Context: an optimization exercise on an open-source flow, tuned for small area and a short achievable clock period. The choices shown serve that exercise and are no tape-out recipe. Where RTL was checked, it was by simulation tests only, not by an equivalence proof against the original. Power and IR drop assume default switching activity.

## old
==> flow/design.v <==
module cpu_top_level(clk,rst,r0,r1,r2,r3,r4,r5,r6,r7,
                     imem_addr,imem_data,dmem_addr,dmem_wdata,dmem_we,dmem_rdata);
    input clk,rst;
    output [15:0] r0,r1,r2,r3,r4,r5,r6,r7;
    output [15:0] imem_addr;
    input [15:0] imem_data;
    output [15:0] dmem_addr,dmem_wdata;
    output dmem_we;
    input [15:0] dmem_rdata;
    reg [15:0] pc;                        
    reg [15:0] rf1,rf2,rf3,rf4,rf5,rf6,rf7;
    reg        cflag, zflag;
    reg [15:0] ir_id, pc2_id;
    reg [15:0] ir_rr, pc2_rr;
    reg        cancel_rr;
    reg [3:0]  op_ex;
    reg [2:0]  dest_ex;
    reg [8:0]  imm_ex;
    reg [15:0] pc2_ex, a_ex, b_ex, tgt_ex;
    reg        wr_ex, we_ex, memop_ex, invb_ex, usec_ex, cin1_ex, nand_ex, kill_ex;
    reg        link_ex, sum_ex;           
    reg [15:0] res_mem, sd_mem;
    reg        carry_mem;
    reg [2:0]  dest_mem;
    reg        wr_mem, fwd_mem, we_mem, lw_mem, cwr_mem, zwr_mem, cc_mem, zc_mem;
    reg [15:0] res_wb;
    reg        carry_wb;
    reg [2:0]  dest_wb;
    reg        wr_wb, fwd_wb, cwr_wb, zwr_wb, cc_wb, zc_wb;
    assign r0 = pc; assign r1 = rf1; assign r2 = rf2; assign r3 = rf3;
    assign r4 = rf4; assign r5 = rf5; assign r6 = rf6; assign r7 = rf7;
    assign imem_addr = pc;
    wire ex_br   = (op_ex == 4'b1000) | (op_ex == 4'b1001) | (op_ex == 4'b1010);
    wire ex_jal  = (op_ex == 4'b1100);
    wire ex_jlr  = (op_ex == 4'b1101);
    wire ex_jri  = (op_ex == 4'b1111);
    wire ex_lli  = (op_ex == 4'b0011);
    wire ex_lw   = (op_ex == 4'b0100);
    wire flush   = ex_br | ex_jal | ex_jlr | ex_jri;
    wire [15:0] ain = memop_ex ? {{10{imm_ex[5]}}, imm_ex[5:0]} : a_ex;
    wire [15:0] bx  = b_ex ^ {16{invb_ex}};
    wire        cin = usec_ex ? carry_mem : cin1_ex;
    wire [16:0] sum = {1'b0, ain} + {1'b0, bx} + {16'b0, cin};
    wire [15:0] nres = ~(ain & ~b_ex);
    wire [15:0] alu = nand_ex ? nres : sum[15:0];
    wire        carry_ex = ~kill_ex & (nand_ex | (sum[16] ^ invb_ex));
    wire [15:0] res_other = kill_ex ? 16'd0 : link_ex ? pc2_ex :
                            ex_lli ? {7'b0, imm_ex} : nres;
    wire [15:0] res_ex = sum_ex ? sum[15:0] : res_other;
    wire [3:0] op_rr = ir_rr[15:12];
    wire [2:0] fn_rr = ir_rr[2:0];
    wire [2:0] ra = ir_rr[11:9];
    wire [2:0] rb = ir_rr[8:6];
    wire rr_nz   = |ir_rr;
    wire rr_add  = (op_rr == 4'b0001);
    wire rr_nand = (op_rr == 4'b0010);
    wire rr_br   = (op_rr == 4'b1000) | (op_rr == 4'b1001) | (op_rr == 4'b1010);
    wire rr_dwr  = ((op_rr == 4'b0000) & rr_nz) | rr_add | (op_rr == 4'b0100) |
                   (op_rr == 4'b0011) | (op_rr == 4'b1100) | (op_rr == 4'b1101) |
                   (rr_nand & (fn_rr[1:0] != 2'b11));
    wire rr_dwe  = (op_rr == 4'b0101);
    wire [2:0] dest_rr = (rr_add | rr_nand) ? ir_rr[5:3] :
                         (op_rr == 4'b0000) ? ir_rr[8:6] : ir_rr[11:9];
    wire ex_fwd  = wr_ex & ~ex_lli;
    wire freeze  = wr_ex & ex_lw & ((dest_ex == ra) | (dest_ex == rb));
    wire [15:0] mem_val = lw_mem ? dmem_rdata : res_mem;
    reg [15:0] rf_a, rf_b;
    always @(*) begin
        case (ra)
            3'd0: rf_a = pc;  3'd1: rf_a = rf1; 3'd2: rf_a = rf2; 3'd3: rf_a = rf3;
            3'd4: rf_a = rf4; 3'd5: rf_a = rf5; 3'd6: rf_a = rf6; default: rf_a = rf7;
        endcase
        case (rb)
            3'd0: rf_b = pc;  3'd1: rf_b = rf1; 3'd2: rf_b = rf2; 3'd3: rf_b = rf3;
            3'd4: rf_b = rf4; 3'd5: rf_b = rf5; 3'd6: rf_b = rf6; default: rf_b = rf7;
        endcase
    end
    wire [15:0] a_old = (fwd_mem & (dest_mem == ra)) ? mem_val :
                        (fwd_wb  & (dest_wb  == ra)) ? res_wb : rf_a;
    wire [15:0] b_old = (fwd_mem & (dest_mem == rb)) ? mem_val :
                        (fwd_wb  & (dest_wb  == rb)) ? res_wb : rf_b;
    wire hit_a = ex_fwd & (dest_ex == ra);
    wire hit_b = ex_fwd & (dest_ex == rb);
    wire [14:0] off_rr = (op_rr == 4'b1100) ? {{6{ir_rr[8]}}, ir_rr[8:0]} : {{9{ir_rr[5]}}, ir_rr[5:0]};
    wire [14:0] tgt_hi = pc2_rr[15:1] + off_rr - 15'd1;
    wire b_imm6 = (op_rr == 4'b0000);
    wire b_imm9 = (op_rr == 4'b1111);
    wire take_a = hit_a & sum_ex;
    wire take_b = hit_b & sum_ex & ~b_imm6 & ~b_imm9;
    wire [15:0] a_other = hit_a ? (link_ex ? pc2_ex : nres) : a_old;
    wire [15:0] b_other = b_imm6 ? {{10{ir_rr[5]}}, ir_rr[5:0]} :
                          b_imm9 ? {{6{ir_rr[8]}}, ir_rr[8:0], 1'b0} :
                          hit_b ? (link_ex ? pc2_ex : nres) : b_old;
    wire [15:0] a_next = take_a ? sum[15:0] : a_other;
    wire [15:0] b_next = take_b ? sum[15:0] : b_other;
    wire wb_wr = wr_wb & (~cc_wb | cflag) & (~zc_wb | zflag);
    wire [15:0] rf_wd = res_wb & {16{~rst}};
    wire [7:0]  rf_we = {8{rst}} | ({8{wb_wr}} & (8'd1 << dest_wb));
    wire [15:0] pc2_if = {pc[15:1] + 15'd1, pc[0]};
    wire clr_ex = rst | freeze;
    always @(posedge clk) begin
        if (ex_jri && !rst) pc <= sum[15:0];
        else if (rst) pc <= 16'd0;
        else if (flush) pc <= (ex_br | ex_jal) ? tgt_ex : b_ex;
        else if (!freeze) pc <= pc2_if;
        else if (wb_wr && dest_wb == 3'd0) pc <= res_wb;
        if (rf_we[1]) rf1 <= rf_wd;
        if (rf_we[2]) rf2 <= rf_wd;
        if (rf_we[3]) rf3 <= rf_wd;
        if (rf_we[4]) rf4 <= rf_wd;
        if (rf_we[5]) rf5 <= rf_wd;
        if (rf_we[6]) rf6 <= rf_wd;
        if (rf_we[7]) rf7 <= rf_wd;
        if (cwr_wb) cflag <= carry_wb;
        if (zwr_wb) zflag <= ~|res_wb;
        if (rst) ir_id <= 16'd0;
        else if (!freeze) ir_id <= flush ? 16'd0 : imem_data;
        if (!freeze) pc2_id <= pc2_if;
        if (rst) ir_rr <= 16'd0;
        else if (!freeze) ir_rr <= ir_id;
        if (!freeze) begin
            pc2_rr <= pc2_id;
            cancel_rr <= flush;
        end
        kill_ex <= clr_ex;
        link_ex <= ~clr_ex & ((op_rr == 4'b1100) | (op_rr == 4'b1101));
        sum_ex <= ~clr_ex & (op_rr != 4'b1100) & (op_rr != 4'b1101) & (op_rr != 4'b0011) &
                  ~(rr_nand & fn_rr[2] & (fn_rr[1:0] != 2'b11));
        if (clr_ex) begin
            op_ex <= 4'd0; wr_ex <= 1'b0; we_ex <= 1'b0;
        end else begin
            op_ex <= op_rr;
            wr_ex <= rr_dwr & ~cancel_rr & ~flush;
            we_ex <= rr_dwe & ~cancel_rr & ~flush;
        end
        begin
            memop_ex <= (op_rr == 4'b0100) | (op_rr == 4'b0101);
            invb_ex <= (rr_add & fn_rr[2]) | rr_br;
            usec_ex <= rr_add & (fn_rr[1:0] == 2'b11);
            cin1_ex <= rr_br;
            nand_ex <= rr_nand & fn_rr[2] & (fn_rr[1:0] != 2'b11);
            a_ex <= a_next;
            b_ex <= b_next;
        end
        dest_ex <= dest_rr;
        imm_ex <= ir_rr[8:0];
        pc2_ex <= pc2_rr;
        tgt_ex <= {tgt_hi, pc2_rr[0]};
        res_mem <= res_ex;
        sd_mem <= a_ex;
        carry_mem <= carry_ex;
        dest_mem <= dest_ex;
        lw_mem <= ex_lw;
        cwr_mem <= (op_ex == 4'b0000) | (op_ex == 4'b0001);
        zwr_mem <= (op_ex == 4'b0000) | (op_ex == 4'b0001) | (op_ex == 4'b0010) | ex_lw;
        cc_mem <= ((op_ex == 4'b0001) | (op_ex == 4'b0010)) & (imm_ex[1:0] == 2'b10);
        zc_mem <= ((op_ex == 4'b0001) | (op_ex == 4'b0010)) & (imm_ex[1:0] == 2'b01);
        if (rst) begin
            wr_mem <= 1'b0; fwd_mem <= 1'b0; we_mem <= 1'b0;
        end else begin
            wr_mem <= wr_ex; fwd_mem <= ex_fwd; we_mem <= we_ex;
        end
        res_wb <= mem_val;
        carry_wb <= carry_mem;
        dest_wb <= dest_mem;
        cwr_wb <= cwr_mem; zwr_wb <= zwr_mem; cc_wb <= cc_mem; zc_wb <= zc_mem;
        if (rst) begin
            wr_wb <= 1'b0; fwd_wb <= 1'b0;
        end else begin
            wr_wb <= wr_mem; fwd_wb <= fwd_mem;
        end
    end
    assign dmem_addr = res_mem;
    assign dmem_wdata = sd_mem;
    assign dmem_we = we_mem;
endmodule
==> flow/config.mk <==
export PLATFORM = sky130hd
export DESIGN_NAME = cpu_top_level
export DESIGN_NICKNAME = cpu_top_level
export VERILOG_FILES = /design/flow/design.v
export SDC_FILE = /design/flow/constraint.sdc
export NUM_CORES = 4
export LEC_CHECK = 0
export CAP_MARGIN = 20
export CORE_MARGIN = 2
export CORE_UTILIZATION = 40
export PLACE_DENSITY = 0.6
export SETUP_SLACK_MARGIN = 4.3
export SLEW_MARGIN = 20
==> flow/constraint.sdc <==
create_clock -name core_clock -period 7.0 [get_ports {clk}]
set_input_delay 1.4000 -clock core_clock [delete_from_list [all_inputs] [get_ports {clk}]]
set_output_delay 1.4000 -clock core_clock [all_outputs]
set_load 0.01 [all_outputs]
standard.sh (not shown) runs the stock make flow with config.mk's settings and CLKGATE_MAP_FILE= SYNTH_SCRIPT=/design/flow/synth_recipe.tcl, a recipe that flattens the netlist after the stock synthesis.
==> flow/flow/run.sh <==
#!/bin/bash
# Standard ORFS layout, with the smallest buffer cell on the ports and a clock tree
# of fewer, larger leaf clusters.
set -euo pipefail
bash standard.sh "BUFFER_PORTS_ARGS=-buffer_cell sky130_fd_sc_hd__buf_1" \
  "CTS_ARGS=-sink_clustering_enable -repair_clock_nets -buf_list sky130_fd_sc_hd__clkbuf_16 -sink_clustering_size 24 -sink_clustering_max_diameter 100 -dont_use_dummy_load" \
  finish > standard.log 2>&1
### old -> new
--- a/flow/design.v
+++ b/flow/design.v
@@ -15,10 +15,10 @@
     reg        cancel_rr;
     reg [3:0]  op_ex;
     reg [2:0]  dest_ex;
     reg [8:0]  imm_ex;
-    reg [15:0] pc2_ex, a_ex, b_ex, tgt_ex;
-    reg        wr_ex, we_ex, memop_ex, invb_ex, usec_ex, cin1_ex, nand_ex, kill_ex;
+    reg [15:0] pc2_ex, a_ex, b_ex, tgt_ex, sd_ex;
+    reg        wr_ex, we_ex, invb_ex, usec_ex, cin1_ex, nand_ex, kill_ex;
     reg        link_ex, sum_ex;           
     reg [15:0] res_mem, sd_mem;
     reg        carry_mem;
     reg [2:0]  dest_mem;
@@ -36,10 +36,10 @@
     wire ex_jri  = (op_ex == 4'b1111);
     wire ex_lli  = (op_ex == 4'b0011);
     wire ex_lw   = (op_ex == 4'b0100);
     wire flush   = ex_br | ex_jal | ex_jlr | ex_jri;
-    wire [15:0] ain = memop_ex ? {{10{imm_ex[5]}}, imm_ex[5:0]} : a_ex;
-    wire [15:0] bx  = b_ex ^ {16{invb_ex}};
+    wire [15:0] ain = a_ex;
+    wire [15:0] bx  = b_ex;
     wire        cin = usec_ex ? carry_mem : cin1_ex;
     wire [16:0] sum = {1'b0, ain} + {1'b0, bx} + {16'b0, cin};
     wire [15:0] nres = ~(ain & ~b_ex);
     wire [15:0] alu = nand_ex ? nres : sum[15:0];
@@ -90,10 +90,18 @@
     wire [15:0] a_other = hit_a ? (link_ex ? pc2_ex : nres) : a_old;
     wire [15:0] b_other = b_imm6 ? {{10{ir_rr[5]}}, ir_rr[5:0]} :
                           b_imm9 ? {{6{ir_rr[8]}}, ir_rr[8:0], 1'b0} :
                           hit_b ? (link_ex ? pc2_ex : nres) : b_old;
-    wire [15:0] a_next = take_a ? sum[15:0] : a_other;
-    wire [15:0] b_next = take_b ? sum[15:0] : b_other;
+    wire rr_memop = (op_rr == 4'b0100) | (op_rr == 4'b0101);
+    wire rr_invb  = (rr_add & fn_rr[2]) | rr_br;
+    wire take_a_alu = take_a & ~rr_memop;
+    wire take_bp = take_b & ~rr_invb;
+    wire take_bn = take_b & rr_invb;
+    wire [15:0] sd_next = take_a ? sum[15:0] : a_other;
+    wire [15:0] a_next = take_a_alu ? sum[15:0] :
+                         rr_memop ? {{10{ir_rr[5]}}, ir_rr[5:0]} : a_other;
+    wire [15:0] b_next = take_bp ? sum[15:0] : take_bn ? ~sum[15:0] :
+                         b_other ^ {16{rr_invb}};
     wire wb_wr = wr_wb & (~cc_wb | cflag) & (~zc_wb | zflag);
     wire [15:0] rf_wd = res_wb & {16{~rst}};
     wire [7:0]  rf_we = {8{rst}} | ({8{wb_wr}} & (8'd1 << dest_wb));
     wire [15:0] pc2_if = {pc[15:1] + 15'd1, pc[0]};
@@ -133,22 +141,22 @@
             wr_ex <= rr_dwr & ~cancel_rr & ~flush;
             we_ex <= rr_dwe & ~cancel_rr & ~flush;
         end
         begin
-            memop_ex <= (op_rr == 4'b0100) | (op_rr == 4'b0101);
-            invb_ex <= (rr_add & fn_rr[2]) | rr_br;
+            invb_ex <= rr_invb;
             usec_ex <= rr_add & (fn_rr[1:0] == 2'b11);
             cin1_ex <= rr_br;
             nand_ex <= rr_nand & fn_rr[2] & (fn_rr[1:0] != 2'b11);
             a_ex <= a_next;
             b_ex <= b_next;
+            sd_ex <= sd_next;
         end
         dest_ex <= dest_rr;
         imm_ex <= ir_rr[8:0];
         pc2_ex <= pc2_rr;
         tgt_ex <= {tgt_hi, pc2_rr[0]};
         res_mem <= res_ex;
-        sd_mem <= a_ex;
+        sd_mem <= sd_ex;
         carry_mem <= carry_ex;
         dest_mem <= dest_ex;
         lw_mem <= ex_lw;
         cwr_mem <= (op_ex == 4'b0000) | (op_ex == 4'b0001);
Findings:
Die span in x ends up higher on new.
Going from old to new, share of the clock period used by the worst path picked up an extra 0.67 points, worst hold slack neither gained nor lost much, met3 usage picked up an extra 0.23 points.
Combinational share of power in new is 1.6 points higher than in old
Diff old and new: maximum clock frequency lower in new
The RTL of new was laid out without a check of its function.

* * *

// cpu_top_level: RTL as listed in full above, without the edits since
==> flow/config.mk <==
export PLATFORM = sky130hd
export DESIGN_NAME = cpu_top_level
export DESIGN_NICKNAME = cpu_top_level
export VERILOG_FILES = /design/flow/design.v
export SDC_FILE = /design/flow/constraint.sdc
export NUM_CORES = 4
export LEC_CHECK = 0
export CAP_MARGIN = 20
export CORE_MARGIN = 2
export CORE_UTILIZATION = 40
export PLACE_DENSITY = 0.6
export SETUP_SLACK_MARGIN = 4
export SLEW_MARGIN = 20
==> flow/constraint.sdc <==
create_clock -name core_clock -period 7.0 [get_ports {clk}]
set_input_delay 1.4000 -clock core_clock [delete_from_list [all_inputs] [get_ports {clk}]]
set_output_delay 1.4000 -clock core_clock [all_outputs]
set_load 0.01 [all_outputs]
Scripts as last shown in full above: flow/flow/run.sh
The baseline ran to the end with no violations.
Rerun with:
--- a/flow/design.v
+++ b/flow/design.v
@@ -20,4 +20,5 @@
     reg        wr_ex, we_ex, memop_ex, invb_ex, usec_ex, cin1_ex, nand_ex, kill_ex;
     reg        link_ex, sum_ex;           
+    reg        c1_ex, cp_ex, cn_ex;       
     reg [15:0] res_mem, sd_mem;
     reg        carry_mem;
@@ -40,9 +41,9 @@
     wire [15:0] ain = memop_ex ? {{10{imm_ex[5]}}, imm_ex[5:0]} : a_ex;
     wire [15:0] bx  = b_ex ^ {16{invb_ex}};
-    wire        cin = usec_ex ? carry_mem : cin1_ex;
+    wire        cin = (usec_ex & carry_mem) | cin1_ex;
     wire [16:0] sum = {1'b0, ain} + {1'b0, bx} + {16'b0, cin};
     wire [15:0] nres = ~(ain & ~b_ex);
     wire [15:0] alu = nand_ex ? nres : sum[15:0];
-    wire        carry_ex = ~kill_ex & (nand_ex | (sum[16] ^ invb_ex));
+    wire        carry_ex = c1_ex | (cp_ex & sum[16]) | (cn_ex & ~sum[16]);
     wire [15:0] res_other = kill_ex ? 16'd0 : link_ex ? pc2_ex :
                             ex_lli ? {7'b0, imm_ex} : nres;
@@ -124,4 +125,7 @@
         end
         kill_ex <= clr_ex;
+        c1_ex <= ~clr_ex & rr_nand & fn_rr[2] & (fn_rr[1:0] != 2'b11);
+        cp_ex <= ~clr_ex & ~(rr_nand & fn_rr[2] & (fn_rr[1:0] != 2'b11)) & ~((rr_add & fn_rr[2]) | rr_br);
+        cn_ex <= ~clr_ex & ~(rr_nand & fn_rr[2] & (fn_rr[1:0] != 2'b11)) & ((rr_add & fn_rr[2]) | rr_br);
         link_ex <= ~clr_ex & ((op_rr == 4'b1100) | (op_rr == 4'b1101));
         sum_ex <= ~clr_ex & (op_rr != 4'b1100) & (op_rr != 4'b1101) & (op_rr != 4'b0011) &
After rerunning: The new run passed the timing, design-rule and antenna checks; die area is about the same; sequential share of layout area grows by 0.27 points; design area hardly moves; clock-buffer cell count stays the same; total power grows by about 2.7%; global-route usage grows by 0.63 points; non-clock buffer count shrinks by 1; area after synthesis stays flat; routed wire length grows by 2.3%; worst setup slack loses 0.098 ns; sequential power grows by about 3%; critical path depth grows by 10; final cell count shrinks by 0.77%.
Only the layout flow was run in the second run of this note; the RTL was not checked for function there.

## port drivers added, routing unchanged
No port has a modelled driver above. Below, the same layouts with a new extraction and two added sets of constraints.
Step 1 assumes that a clkbuf_16 drives the clock port and a buf_2 every other input.
Step 2 moves the port delays by t, midway between the first and last clock arrival at a register: inputs arrive t later, outputs are due t later. That takes back most of the time a late clock gives input paths.
Slacks: ideal ports / drivers / drivers and shift; pairs: ideal ports / drivers.
| run | shift t [ns] | setup WS [ns] | pins driven straight from the clock port |
|---|---|---|---|
| old | 0.584 | 4.090 / 4.090 / 3.778 | 1 |
| new | 0.604 | 4.043 / 4.043 / 3.842 | 1 |
| the first run of note 2 | 0.587 | 4.047 / 3.989 / 3.555 | 1 |
| the second run of note 2 | 0.589 | 3.948 / 3.948 / 3.462 | 1 |
After both steps every run listed still meets setup and hold. For the first run of note 2, which loses most, drivers alone change the setup slack by -0.058 ns; drivers and shift together by -0.492 ns.
